Background: an optimization exercise with open tools, aiming at small area. Do not read the settings as production practice. Function was checked by simulation only, so behaviour that the tests miss may differ from the original. Power figures rest on the tool's default switching activity, not on a simulated workload.

==> flow/design.v, too long to show whole: its modules and the start of the top module <==
// module ym3438_sr_bit: 55 lines
// module ym3438_sr_bit_array: 25 lines
// module ym3438_cnt_bit: 27 lines
// module ym3438_dlatch_1: 26 lines
// module ym3438_dlatch_2: 18 lines
// module ym3438_edge_detect: 18 lines
// module ym3438_slatch: 17 lines
// module ym3438_rs_trig: 20 lines
// module ym3438_rs_trig_sync: 24 lines
// module ym3438_cnt_bit_load: 30 lines
// module ym3438_dbg_read: 31 lines
// module ym3438_dbg_read_eg: 31 lines
// module ym3438_prescaler: 46 lines
// module ym3438_fsm: 124 lines
// module ym3438_io: 192 lines
// module ym3438_reg_ctrl: 923 lines
// module ym3438_op_register: 37 lines
// module ym3438_ch_register: 73 lines
// module ym3438_reg_wr_ctrl: 24 lines
// module ym3438_reg_data: 23 lines
// module ym3438_lfo: 227 lines
// module ym3438_detune: 59 lines
// module ym3438_pg: 160 lines
// module ym3438_eg: 698 lines
// module ym3438_op: 326 lines
// module ym3438_ch: 89 lines
// module ym3438: 356 lines
module ym3438(
	input MCLK,
	input PHI,
	input [7:0] DATA_i,
	output [7:0] DATA_o,
	output DATA_o_z,
	input TEST_i,
	output TEST_o,
	output TEST_o_z,
	input IC, CS, WR, RD,
	input [1:0] ADDRESS,
	output IRQ,
	output [8:0] MOL, MOR,
	output d_c1,
	output d_c2,
	output [9:0] MOL_2612, MOR_2612
	);
  // ...
==> flow/run.sh <==
#!/bin/bash
# synth_recipe.tcl (not shown) runs the flow's synth.tcl, then flattens the netlist and writes it again
# the make line also repeats each setting of config.mk as NAME=value (left out here)
make -C /OpenROAD-flow-scripts/flow DESIGN_CONFIG=/design/flow/config.mk WORK_HOME=/design/flow/orfs CLKGATE_MAP_FILE= SYNTH_SCRIPT=/design/flow/synth_recipe.tcl finish
==> flow/config.mk <==
export PLATFORM = sky130hd
export DESIGN_NAME = ym3438
export DESIGN_NICKNAME = ym3438
export VERILOG_FILES = /design/flow/design.v
export SDC_FILE = /design/flow/constraint.sdc
export NUM_CORES = 4
export LEC_CHECK = 0
export ABC_AREA = 1
export CAP_MARGIN = 5
export CORE_MARGIN = 2
export CORE_UTILIZATION = 60
export CTS_CLUSTER_DIAMETER = 80
export CTS_CLUSTER_SIZE = 30
export SLEW_MARGIN = 5
==> flow/constraint.sdc <==
create_clock -name core_clock -period 10.0 [get_ports {MCLK}]
set_input_delay 2.0000 -clock core_clock [delete_from_list [all_inputs] [get_ports {MCLK}]]
set_output_delay 2.0000 -clock core_clock [all_outputs]
set_load 0.01 [all_outputs]
==> results.sh, run 1 <==
export IMPL_reg2reg_from="op.phase_l[8]$_DFFE_PP_"
export IMPL_timing_rr_end="op.att_sum_sr.l1[12].sr.n.w2$_DFFE_PP_"
export IMPL_overflow=0
export IMPL_io_buffer_count=68
export IMPL_grt_met1_usage=0.324
export IMPL_nNonClkInverters=727
export IMPL_synth_cells=7472
export IMPL_yosysTopAreaCell="edfxtp_1"
export IMPL_holdPathStages=0
export IMPL_path_class="reg -> out"
export IMPL_seq_cell_count=3179
export IMPL_multi_input_cells=3433
export IMPL_drt_met1_wl_mm=101
export IMPL_final_core_util=0.649
export IMPL_required_ns=8.00
export IMPL_start_util=0.605
export IMPL_grt_total_usage=0.217
export IMPL_synth_most_common_cell="edfxtp_1"
export IMPL_fmax_mhz=130
export IMPL_multiInputGateArea_mm2=0.0197
export IMPL_synth_top_family_by_area="simple AND/OR/NAND/NOR gates"
export IMPL_multi_input_area_share=0.155
export IMPL_start_kind="flop"
export IMPL_ys_warnings_count=68
export IMPL_rows=162
export IMPL_design_area_mm2=0.127
export IMPL_switching_share=0.205
export IMPL_crit_chain="nor2_1 > inv_1 > nor2_1 > inv_1 > nor2_1 > o21ai_0 > nand2_1 > nand2_1 > o21ai_1 > clkinv_1 > nor4_1 > nand3_1 > xor2_1 > inv_1 > o21ai_0 > clkdlybuf4s50_1"
export IMPL_period_needed_ns=7.68
export IMPL_die_area_mm2=0.201
export IMPL_wirelength_mm=220
export IMPL_p_clk_frac=0.297
export IMPL_outcome="no timing/DRC/antenna violations"
export IMPL_pre_cts_ws_ns=3.24
export IMPL_num_tap_cells=2624
export IMPL_viasPerCell=5.68
export IMPL_dpl_hpwl_mm=145
==> inputs of run 2 (changes only) <==
--- a/flow/config.mk
+++ b/flow/config.mk
@@ -6,9 +6,9 @@
 export NUM_CORES = 4
 export LEC_CHECK = 0
 export ABC_AREA = 1
-export CAP_MARGIN = 5
+export CAP_MARGIN = 20
 export CORE_MARGIN = 2
 export CORE_UTILIZATION = 60
 export CTS_CLUSTER_DIAMETER = 80
 export CTS_CLUSTER_SIZE = 30
-export SLEW_MARGIN = 5
+export SLEW_MARGIN = 20
==> results.sh, run 2 <==
export IMPL_synth_most_common_cell="edfxtp_1"
export IMPL_outcome="no timing/DRC/antenna violations"
export IMPL_cts_setup_buffers=0
export IMPL_antenna_found_initial=9
export IMPL_path_class="reg -> out"
export IMPL_fill_cells=13711
export IMPL_avgSynthCellArea_um2=15.8
export IMPL_ctsResizeCount=0
export IMPL_synth_edff_count=3173
export IMPL_viasPerCell=5.67
export IMPL_final_max_slew_viol_count=0
export IMPL_setup_viol=0
export IMPL_ir_drop_v=0.000223
export IMPL_multiInputGateArea_mm2=0.0197
export IMPL_use_met2=0.336
export IMPL_p_leak_uw=0.0447
export IMPL_wirelength_mm=220
export IMPL_required_ns=8.00
export IMPL_hp_class="reg -> reg"
export IMPL_die_h_um=448
export IMPL_end_kind="primary output"
export IMPL_largest_registers="pg.pg_values.l1.sr.n.w2 (400), eg.eg_level_sr1.l1.sr.n.w2 (210)"
export IMPL_pin_count=69
export IMPL_rows=162
export IMPL_largest_reg_flops=400
export IMPL_ys_seq_area_frac=0.807
export IMPL_ys_warnings_count=68
export IMPL_h_tree_depth=4
export IMPL_maxCapViolCount=0
export IMPL_yosysUniqueCellTypes=65
export IMPL_grt_met1_usage=0.324
export IMPL_io_buffer_count=68
export IMPL_fin_skew_ns=0.0489
export IMPL_crit_buf_inv=5
export IMPL_die_area_mm2=0.201
export IMPL_crit_cells=16
export IMPL_syn_to_final_growth_pct=7.31
export IMPL_drc=0
export IMPL_die_width_um=448
export IMPL_start_util=0.605
export IMPL_maxSlewHeadroom=0.191
export IMPL_ff2ff_path_depth=23
export IMPL_start_kind="flop"
export IMPL_synth_seq_cells=3179
export IMPL_route_vias_total=58492
export IMPL_drt_pass1_iterations=6
export IMPL_fmax_mhz=131
export IMPL_holdWs_ns=0.400
export IMPL_period_needed_ns=7.63
export IMPL_min_delay_start="pg.pg_values.l1[0].sr.n.w2[1]$_DFFE_PP_"
export IMPL_pre_cts_ws_ns=3.24
export IMPL_cts_made_buffers=138
export IMPL_power_total_uw=22700
export IMPL_layout_common_cells="edfxtp_1, nand2_1, inv_1"
export IMPL_final_layout_size_suffix_gt1_frac=0.0480
export IMPL_dpl_hpwl_mm=145
export IMPL_cp_slowest_stage_delay_ns=0.74
export IMPL_regMostFlops="pg.pg_values.l1.sr.n.w2"
export IMPL_clkSinkCount=3179
export IMPL_ys_async_sr_fraction=0
export IMPL_nets=7899
export IMPL_grt_pass1_wl_mm=328
export IMPL_pwr_density_cell_mw_per_mm2=179
export IMPL_routedWlPerCell_um=21.3
export IMPL_clock_latency_ns=0.84
export IMPL_yosysTopAreaCell="edfxtp_1"
export IMPL_ys_top_cells_by_count="edfxtp_1, nand2_1, inv_1, nor2_1, a21oi_1"
export IMPL_crit_chain="nor2_1 > inv_1 > nor2_1 > inv_1 > nor2_1 > o21ai_0 > nand2_1 > nand2_1 > o21ai_1 > clkinv_1 > nor4_1 > nand3_1 > xor2_1 > inv_1 > o21ai_0 > clkdlybuf4s50_1"
export IMPL_clk_pin_slew_ns=0.10
export IMPL_reg2reg_from="op.phase_l[8]$_DFFE_PP_"
export IMPL_cts_tree="yes"
export IMPL_grt_total_usage=0.217
export IMPL_fin_ws_ns=2.37
export IMPL_fin_tns_setup_ns=0
export IMPL_globalRoute_busiestLayer="met2"
export IMPL_gp_congestion=0.856
export IMPL_synth_area_top_cells="edfxtp_1, nand2_1, inv_1, ha_1, a21oi_1"
export IMPL_fin_crit_sh=0.763
export IMPL_cp_startpoint="fsm.cnt_high.mem.l1[2].sr.n.w2$_SDFFCE_PP0P_"
export IMPL_cts_root_buf="clkbuf_16"
export IMPL_hold_buffers=0
export IMPL_grt_max_degree=213
export IMPL_holdPathStages=0
export IMPL_rsz0062_at_grt="no"
export IMPL_cp_arrival_ns=5.63
export IMPL_syn_nets=7740
export IMPL_crit_slowest_cell="nor2_1"
export IMPL_worstPathMaxFanout=12
export IMPL_grt_pass1_vias=55625
export IMPL_cpLargestDelayFamily="simple AND/OR/NAND/NOR gates"
export IMPL_ys_flop_type="edfxtp_1"
export IMPL_drtIter0Drc=6110
export IMPL_tightest_slew_ns=1.21
export IMPL_synth_cells=7472
export IMPL_grtUsageMet3=0.0281
export IMPL_cts_max_path_buffers=3
export IMPL_coreArea_mm2=0.195
export IMPL_overflow=0
export IMPL_hold_viol_final=0
export IMPL_ant_nets=0
export IMPL_layout_commonest_cell="edfxtp_1"
export IMPL_yosysTopAreaCellShare=0.806
export IMPL_seq_area_mm2=0.0954
export IMPL_synthesis_area_mm2=0.118
run 2: cell counts after synthesis:
Identical to the previous run, type by type.
run 2: layer usage:
metal,share of wire,routed length [um]
met2,0.46,102000
met4,0.031,6860
met1,0.46,101000
met3,0.047,10400
met5,0.00012,27
run 2: report_power, final:
group	switching, uW	internal [uW]
clock network	3890	2840
logic	609	256
registers	133	14900
total	4630	18000
run 2: layout make-up:
type | count | share of cell area
flip-flops and latches | 3179 | 0.752
clock inverters | 50 | 0.00567
diodes | 4 | 0.0000789
repair buffers | 152 | 0.0117
inverters | 727 | 0.0215
clock buffers | 147 | 0.0283
multi-input cells | 3433 | 0.155
well taps | 2624 | 0.0259
run 2: metrics by stage:
stage                     utilization  cells  cell area, um2
final                           0.649  10316          127000
after global routing            0.649  10315          127000
after CTS                       0.649  10310          127000
after detailed placement        0.627  10113          123000
after global placement          0.627  10113          123000
after floorplan                     -   7472          118000
run 2: logic make-up (layout without fill, tap and decap cells):
family,Yosys count,after routing,share of synthesized area
flops,3179,3179,0.807
simple gates,1819,1819,0.0643
compound gates,1168,1168,0.0572
buf+inv,860,1076,0.0276
fa+ha+maj,251,251,0.0292
xor+xnor,162,162,0.0120
mux,33,33,0.00294
other cells,0,4,0
run 2: final timing paths:
kind	end	slack (ns)
max	MOL_2612[7]	2.37
min	pg.pg_values.l1[0].sr.n.w2[2]$_DFFE_PP_	0.40
max reg2reg	op.att_sum_sr.l1[12].sr.n.w2$_DFFE_PP_	4.23
min reg2reg	pg.pg_values.l1[0].sr.n.w2[2]$_DFFE_PP_	0.40
run 2: worst reg2reg max path, cell delays in order, from the launching register on:
cell,delay (ns)
edfxtp_1,0.59
or2_2,0.37
nand2_1,0.06
buf_4,0.33
inv_1,0.47
nor2_1,0.64
nand2_1,0.15
a21oi_1,0.25
a2bb2oi_1,0.27
o311ai_0,0.25
fa_1,0.44
ha_1,0.33
a21oi_1,0.16
inv_1,0.05
a31oi_1,0.22
o21ai_0,0.17
a21oi_1,0.14
o21ai_0,0.13
a21oi_1,0.14
o21ai_0,0.11
nand2_1,0.07
inv_1,0.04
nor2_1,0.08
o21bai_1,0.06
==> inputs of run 3 (changes only) <==
--- a/flow/config.mk
+++ b/flow/config.mk
@@ -9,6 +9,7 @@
 export CAP_MARGIN = 20
 export CORE_MARGIN = 2
 export CORE_UTILIZATION = 60
-export CTS_CLUSTER_DIAMETER = 80
-export CTS_CLUSTER_SIZE = 30
+export CTS_BUF_LIST = sky130_fd_sc_hd__clkbuf_8 sky130_fd_sc_hd__clkbuf_16
+export CTS_CLUSTER_DIAMETER = 70
+export CTS_CLUSTER_SIZE = 24
 export SLEW_MARGIN = 20
==> results.sh, run 3 <==
export IMPL_outcome="no timing/DRC/antenna violations"
export IMPL_tightest_slew_ns=1.08
export IMPL_ff2ff_path_depth=23
export IMPL_regMostFlops="pg.pg_values.l1.sr.n.w2"
export IMPL_clkSinkCount=3179
export IMPL_cp_slowest_stage_delay_ns=0.76
export IMPL_cpLargestDelayFamily="simple AND/OR/NAND/NOR gates"
export IMPL_yosysTopAreaCellShare=0.806
export IMPL_fmax_mhz=130
export IMPL_hp_class="reg -> reg"
export IMPL_route_vias_total=58727
export IMPL_synth_edff_count=3173
export IMPL_worstSetupEndpoint="MOL_2612[7]"
export IMPL_drtIter0Drc=6354
export IMPL_ys_warnings_count=68
export IMPL_path_class="reg -> out"
export IMPL_crit_chain="nor2_1 > inv_1 > nor2_1 > inv_1 > nor2_1 > o21ai_0 > nand2_1 > nand2_1 > o21ai_1 > clkinv_1 > nor4_1 > nand3_1 > xor2_1 > inv_1 > o21ai_0 > clkdlybuf4s50_1"
export IMPL_reg2reg_from="op.phase_l[8]$_DFFE_PP_"
export IMPL_final_max_slew_viol_count=0
export IMPL_layout_common_cells="edfxtp_1, nand2_1, inv_1"
export IMPL_fin_skew_ns=0.0617
export IMPL_io_buffer_count=68
export IMPL_largest_registers="pg.pg_values.l1.sr.n.w2 (400), eg.eg_level_sr1.l1.sr.n.w2 (210)"
export IMPL_yosysUniqueCellTypes=65
export IMPL_power_total_uw=23500
export IMPL_pin_count=69
export IMPL_synthesis_area_mm2=0.118
export IMPL_die_width_um=448
export IMPL_maxSlewHeadroom=0.279
export IMPL_viasPerCell=5.67
export IMPL_final_core_util=0.655
export IMPL_synth_fa_ha_area_frac=0.0292
export IMPL_fin_crit_sh=0.769
export IMPL_die_h_um=448
export IMPL_routedWlPerCell_um=21.3
export IMPL_coreArea_mm2=0.195
export IMPL_crit_cells=16
export IMPL_cp_arrival_ns=5.69
export IMPL_cts_setup_buffers=0
export IMPL_syn_to_final_growth_pct=8.20
export IMPL_start_util=0.605
export IMPL_layout_commonest_cell="edfxtp_1"
export IMPL_hold_buffers=0
export IMPL_fin_tns_setup_ns=0
export IMPL_min_delay_start="op.op_op1_1_sr.l1[6].sr.n.w2[3]$_DFFE_PP_"
export IMPL_synth_area_top_cells="edfxtp_1, nand2_1, inv_1, ha_1, a21oi_1"
export IMPL_syn_nets=7740
export IMPL_overflow=0
export IMPL_rows=162
export IMPL_clk_pin_slew_ns=0.09
export IMPL_worstPathMaxFanout=12
export IMPL_wirelength_mm=221
export IMPL_grt_pass1_vias=55916
export IMPL_yosys_mux_area_fraction=0.00294
export IMPL_seq_area_mm2=0.0954
export IMPL_h_tree_depth=4
export IMPL_final_layout_size_suffix_gt1_frac=0.0536
export IMPL_crit_slowest_cell="nor2_1"
export IMPL_hold_viol_final=0
export IMPL_clock_latency_ns=0.82
export IMPL_die_area_mm2=0.201
export IMPL_ys_seq_area_frac=0.807
export IMPL_start_kind="flop"
export IMPL_required_ns=8.00
export IMPL_synth_cells=7472
export IMPL_p_leak_uw=0.0452
export IMPL_setup_viol=0
export IMPL_end_kind="primary output"
export IMPL_dpl_hpwl_mm=145
export IMPL_antenna_found_initial=5
export IMPL_largest_reg_flops=400
export IMPL_gp_congestion=0.856
export IMPL_yosysTopAreaCell="edfxtp_1"
export IMPL_synth_simple_area_share=0.0643
export IMPL_pre_cts_ws_ns=3.24
export IMPL_synth_seq_cells=3179
export IMPL_r2r_setup_slack_ns=4.22
export IMPL_synth_xor_area_frac=0.0120
export IMPL_maxCapViolCount=0
export IMPL_synth_most_common_cell="edfxtp_1"
export IMPL_rsz0062_at_grt="no"
export IMPL_avgSynthCellArea_um2=15.8
export IMPL_period_needed_ns=7.69
export IMPL_ys_top_cells_by_count="edfxtp_1, nand2_1, inv_1, nor2_1, a21oi_1"
export IMPL_synth_compound_area_frac=0.0572
export IMPL_ctsResizeCount=0
export IMPL_drt_pass1_iterations=6
export IMPL_pwr_density_cell_mw_per_mm2=184
export IMPL_nets=7932
export IMPL_fill_cells=13587
export IMPL_ys_flop_type="edfxtp_1"
export IMPL_grt_max_degree=213
export IMPL_ys_async_sr_fraction=0
export IMPL_crit_buf_inv=5
export IMPL_cts_made_buffers=171
export IMPL_multiInputGateArea_mm2=0.0197
export IMPL_timing_rr_end="op.att_sum_sr.l1[12].sr.n.w2$_DFFE_PP_"
export IMPL_cp_startpoint="fsm.cnt_high.mem.l1[2].sr.n.w2$_SDFFCE_PP0P_"
export IMPL_fin_ws_ns=2.31
export IMPL_cts_tree="yes"
export IMPL_drc=0
export IMPL_ir_drop_v=0.000204
export IMPL_ant_nets=0
export IMPL_grt_total_usage=0.217
export IMPL_synth_top_family_by_area="simple AND/OR/NAND/NOR gates"
export IMPL_cts_root_buf="clkbuf_16"
export IMPL_holdWs_ns=0.379
export IMPL_cts_max_path_buffers=3
export IMPL_grt_pass1_wl_mm=330
-- run 3: cell counts after synthesis --
No cell type changed its count.
-- run 3: kinds of logic after synthesis --
logic type	Yosys count
mux	33
flops	3179
xor+xnor	162
simple gates	1819
buf+inv	860
fa+ha+maj	251
compound gates	1168
-- run 3: where the power goes --
group	leakage (uW)	switching (uW)	internal [uW]
logic	0.0127	610	256
registers	0.0299	133	14900
clock network	0.00263	4110	3450
-- run 3: area by class of cell --
type	instances	share of cell area
flip-flops and latches	3179	0.746
clock buffers	175	0.0342
inverters	727	0.0213
multi-input cells	3433	0.154
clock inverters	75	0.00769
repair buffers	152	0.0117
diodes	1	0.0000196
well taps	2624	0.0257
-- run 3: worst min path at each step --
stage                                            endpoint  slack [ns]  cells after the start
6_report        op.op_op1_1_sr.l1[6].sr.n.w2[4]$_DFFE_PP_        0.38                      0
5_1_grt                        op.att_sum_l[11]$_DFFE_PP_        0.38                      0
3_5_place_dp     ch.ch_accm_sr.l1[0].sr.n.w2[3]$_DFFE_PP_        0.40                      0
4_1_cts                        op.att_sum_l[11]$_DFFE_PP_        0.38                      0
3_3_place_gp   ch.ch_value_sr1.l1[7].sr.n.w2[3]$_DFFE_PP_        0.40                      0
2_1_floorplan    ch.ch_accm_sr.l1[0].sr.n.w2[1]$_DFFE_PP_        0.40                      0
-- run 3: worst reg2reg max path, cell delays in order (launching register included) --
cell and delay, ns:
edfxtp_1 0.58, or2_2 0.37, nand2_1 0.06, buf_4 0.34, inv_1 0.48, nor2_1 0.62, nand2_1 0.15, a21oi_1 0.25
a2bb2oi_1 0.29, o311ai_0 0.26, fa_1 0.44, ha_1 0.33, a21oi_1 0.16, inv_1 0.05, a31oi_1 0.22, o21ai_0 0.17
a21oi_1 0.14, o21ai_0 0.12, a21oi_1 0.14, o21ai_0 0.10, nand2_1 0.07, inv_1 0.04, nor2_1 0.08, o21bai_1 0.06
-- run 3: per-layer routing --
metal  track usage  vias to the layer above  routed length, um  share of wire
li1              -                    27633                  -              -
met1         0.327                    29233             102000           0.46
met2         0.339                     1537             103000           0.46
met3        0.0253                      324               9940          0.045
met4        0.0676                        0               6650          0.030
met5             0                        -                  0              0
-- run 3: per-stage QoR --
step | cells | cell area [um2]
after CTS | 10363 | 128000
after floorplan | 7472 | 118000
after detailed placement | 10113 | 123000
after global placement | 10113 | 123000
after global routing | 10366 | 128000
final | 10366 | 128000
==> inputs of run 4 (changes only) <==
--- a/flow/config.mk
+++ b/flow/config.mk
@@ -9,7 +9,7 @@
 export CAP_MARGIN = 20
 export CORE_MARGIN = 2
 export CORE_UTILIZATION = 60
-export CTS_BUF_LIST = sky130_fd_sc_hd__clkbuf_8 sky130_fd_sc_hd__clkbuf_16
-export CTS_CLUSTER_DIAMETER = 70
-export CTS_CLUSTER_SIZE = 24
+export CTS_BUF_LIST = sky130_fd_sc_hd__clkbuf_8
+export CTS_CLUSTER_DIAMETER = 60
+export CTS_CLUSTER_SIZE = 18
 export SLEW_MARGIN = 20
==> results.sh, run 4 <==
export IMPL_outcome="no timing/DRC/antenna violations"
export IMPL_final_layout_size_suffix_gt1_frac=0.0572
export IMPL_p_leak_uw=0.0445
export IMPL_ys_seq_area_frac=0.807
export IMPL_ant_nets=0
export IMPL_power_total_uw=21900
export IMPL_grt_pass1_vias=56233
export IMPL_fill_cells=13749
export IMPL_largest_registers="pg.pg_values.l1.sr.n.w2 (400), eg.eg_level_sr1.l1.sr.n.w2 (210)"
export IMPL_grtUsageMet3=0.0291
export IMPL_holdWs_ns=0.395
export IMPL_period_needed_ns=7.82
export IMPL_use_met2=0.337
export IMPL_cts_made_buffers=211
export IMPL_nets=7972
export IMPL_syn_to_final_growth_pct=6.76
export IMPL_viasPerCell=5.64
export IMPL_layout_common_cells="edfxtp_1, nand2_1, inv_1"
export IMPL_required_ns=8.00
export IMPL_fin_skew_ns=0.0702
export IMPL_clock_latency_ns=0.98
export IMPL_synth_most_common_cell="edfxtp_1"
export IMPL_ys_async_sr_fraction=0
export IMPL_pwr_density_cell_mw_per_mm2=173
export IMPL_pin_count=69
export IMPL_worstPathMaxFanout=12
export IMPL_yosysTopAreaCellShare=0.806
export IMPL_fmax_mhz=128
export IMPL_end_kind="primary output"
export IMPL_grt_total_usage=0.217
export IMPL_grt_pass1_wl_mm=330
export IMPL_reg2reg_from="op.phase_l[8]$_DFFE_PP_"
export IMPL_cts_setup_buffers=0
export IMPL_ys_flop_type="edfxtp_1"
export IMPL_die_h_um=448
export IMPL_grt_met1_usage=0.325
export IMPL_ys_top_cells_by_count="edfxtp_1, nand2_1, inv_1, nor2_1, a21oi_1"
export IMPL_dpl_hpwl_mm=145
export IMPL_die_area_mm2=0.201
export IMPL_clk_pin_slew_ns=0.10
export IMPL_yosysTopAreaCell="edfxtp_1"
export IMPL_start_util=0.605
export IMPL_die_width_um=448
export IMPL_maxCapViolCount=0
export IMPL_cts_root_buf="clkbuf_8"
export IMPL_overflow=0
export IMPL_crit_chain="nor2_1 > inv_1 > nor2_1 > inv_1 > nor2_1 > o21ai_0 > nand2_1 > nand2_1 > o21ai_1 > clkinv_1 > nor4_1 > nand3_1 > xor2_1 > inv_1 > o21ai_0 > clkdlybuf4s50_1"
export IMPL_crit_cells=16
export IMPL_rsz0062_at_grt="no"
export IMPL_gp_congestion=0.856
export IMPL_clkSinkCount=3179
export IMPL_r2r_setup_slack_ns=4.26
export IMPL_fin_tns_setup_ns=0
export IMPL_timing_rr_end="op.att_sum_sr.l1[12].sr.n.w2$_DFFE_PP_"
export IMPL_io_buffer_count=68
export IMPL_synth_seq_cells=3179
export IMPL_ctsResizeCount=0
export IMPL_globalRoute_busiestLayer="met2"
export IMPL_h_tree_depth=4
export IMPL_rows=162
export IMPL_coreArea_mm2=0.195
export IMPL_cpLargestDelayFamily="simple AND/OR/NAND/NOR gates"
export IMPL_regMostFlops="pg.pg_values.l1.sr.n.w2"
export IMPL_crit_buf_inv=5
export IMPL_pre_cts_ws_ns=3.24
export IMPL_hold_buffers=0
export IMPL_synth_area_top_cells="edfxtp_1, nand2_1, inv_1, ha_1, a21oi_1"
export IMPL_design_area_mm2=0.126
export IMPL_cp_slowest_stage_delay_ns=0.76
export IMPL_ys_warnings_count=68
export IMPL_drtIter0Drc=6161
export IMPL_path_class="reg -> out"
export IMPL_drc=0
export IMPL_worstSetupEndpoint="MOL_2612[7]"
export IMPL_hp_class="reg -> reg"
export IMPL_synth_cells=7472
export IMPL_layout_commonest_cell="edfxtp_1"
export IMPL_yosysUniqueCellTypes=65
export IMPL_avgSynthCellArea_um2=15.8
export IMPL_cp_startpoint="fsm.cnt_high.mem.l1[2].sr.n.w2$_SDFFCE_PP0P_"
export IMPL_ff2ff_path_depth=23
export IMPL_crit_slowest_cell="nor2_1"
export IMPL_route_vias_total=58775
export IMPL_final_max_slew_viol_count=0
export IMPL_tightest_slew_ns=1.12
export IMPL_antenna_found_initial=6
export IMPL_routedWlPerCell_um=21.2
export IMPL_drt_pass1_iterations=5
export IMPL_maxSlewHeadroom=0.253
export IMPL_largest_reg_flops=400
export IMPL_synth_edff_count=3173
export IMPL_setup_viol=0
export IMPL_grt_max_degree=213
export IMPL_syn_nets=7740
export IMPL_start_kind="flop"
export IMPL_synthesis_area_mm2=0.118
export IMPL_cts_tree="yes"
export IMPL_cts_max_path_buffers=3
export IMPL_cp_arrival_ns=5.82
export IMPL_fin_crit_sh=0.782
export IMPL_ir_drop_v=0.000142
export IMPL_hold_viol_final=0
export IMPL_wirelength_mm=221
export IMPL_fin_ws_ns=2.18
export IMPL_placed_cell_area_mm2=0.123
-- run 4: cell counts after synthesis --
No cell type changed its count.
-- run 4: per-layer routing --
metal / share of wire / wire, um
met4: 0.030 / 6660
met5: 0 / 0
met1: 0.46 / 102000
met2: 0.46 / 102000
met3: 0.047 / 10400
-- run 4: cells by family (layout without fill, tap and decap cells) --
logic type	after synthesis	count (layout)	synth area share
flops	3179	3179	0.807
simple gates	1819	1819	0.0643
compound gates	1168	1168	0.0572
buf+inv	860	1172	0.0276
fa+ha+maj	251	251	0.0292
xor+xnor	162	162	0.0120
mux	33	33	0.00294
other cells	0	5	0
-- run 4: worst min path at each step --
stage	endpoint	slack [ns]	cells past startpoint	start
CTS	pg.pg_values.l1[14].sr.n.w2[10]$_DFFE_PP_	0.38	0	pg.pg_values.l1[14].sr.n.w2[9]$_DFFE_PP_
global route	pg.pg_values.l1[15].sr.n.w2[10]$_DFFE_PP_	0.39	0	pg.pg_values.l1[15].sr.n.w2[9]$_DFFE_PP_
global placement	ch.ch_value_sr1.l1[7].sr.n.w2[3]$_DFFE_PP_	0.40	0	ch.ch_value_sr1.l1[7].sr.n.w2[2]$_DFFE_PP_
finish	pg.pg_values.l1[15].sr.n.w2[10]$_DFFE_PP_	0.40	0	pg.pg_values.l1[15].sr.n.w2[9]$_DFFE_PP_
floorplan	ch.ch_accm_sr.l1[0].sr.n.w2[1]$_DFFE_PP_	0.40	0	ch.ch_accm_sr.l1[0].sr.n.w2[0]$_DFFE_PP_
detailed placement	ch.ch_accm_sr.l1[0].sr.n.w2[3]$_DFFE_PP_	0.40	0	ch.ch_accm_sr.l1[0].sr.n.w2[2]$_DFFE_PP_
-- run 4: layout make-up --
type | instances | area, um2 | share of cell area
diodes | 5 | 12.5 | 0.0000991
clock buffers | 215 | 2960 | 0.0234
clock inverters | 78 | 696 | 0.00551
inverters | 727 | 2730 | 0.0216
multi-input cells | 3433 | 19700 | 0.156
flip-flops and latches | 3179 | 95400 | 0.756
well taps | 2624 | 3280 | 0.0260
repair buffers | 152 | 1500 | 0.0119
-- run 4: per-stage QoR --
step                      instances   util
after global routing          10411  0.646
after CTS                     10406  0.646
after detailed placement      10113  0.627
final                         10413  0.646
after floorplan                7472      -
after global placement        10113  0.627
-- run 4: worst register-to-register path, delay by kind of cell (launching register included) --
| kind | cells | cell delay, ns |
|---|---|---|
| fa+ha+maj | 2 | 0.77 |
| compound gates | 11 | 1.91 |
| simple gates | 6 | 1.36 |
| flops | 1 | 0.59 |
| buf+inv | 4 | 0.91 |
-- run 4: report_power, final --
group,internal [uW],switching [uW],total [uW]
clock,2120,3850,5970
combinational,256,609,865
sequential,14900,133,15100
total,17300,4590,21900

-- static timing again, ports no longer ideal --
No port has a modelled driver above. Below, the same layouts with a new extraction and two added sets of constraints. Step 1 sets driving cells, clkbuf_16 on the clock port and buf_2 on the other inputs (assumed; they add their load-dependent delay and slew). Step 2 times the ports against the registers' clock, not the clock port: input delays grow and output delays shrink by t, the midpoint of the rising clock arrivals with the driver on. Three values: ideal, step 1, step 2; two values: the first two.
| run | t (ns) | slack for setup (ns) | worst setup path at the end | worst slew at a driven data input, ns |
|---|---|---|---|---|
| run 1 | 0.903 | 2.316 / 2.228 / 3.131 | register to output | 0.08 |
| run 2 | 0.904 | 2.367 / 2.278 / 3.182 | register to output | 0.08 |
| run 3 | 0.881 | 2.313 / 2.226 / 3.106 | register to output | 0.07 |
| run 4 | 1.026 | 2.176 / 2.090 / 3.116 | register to output | 0.07 |
After both steps setup and hold are still met in every run listed.
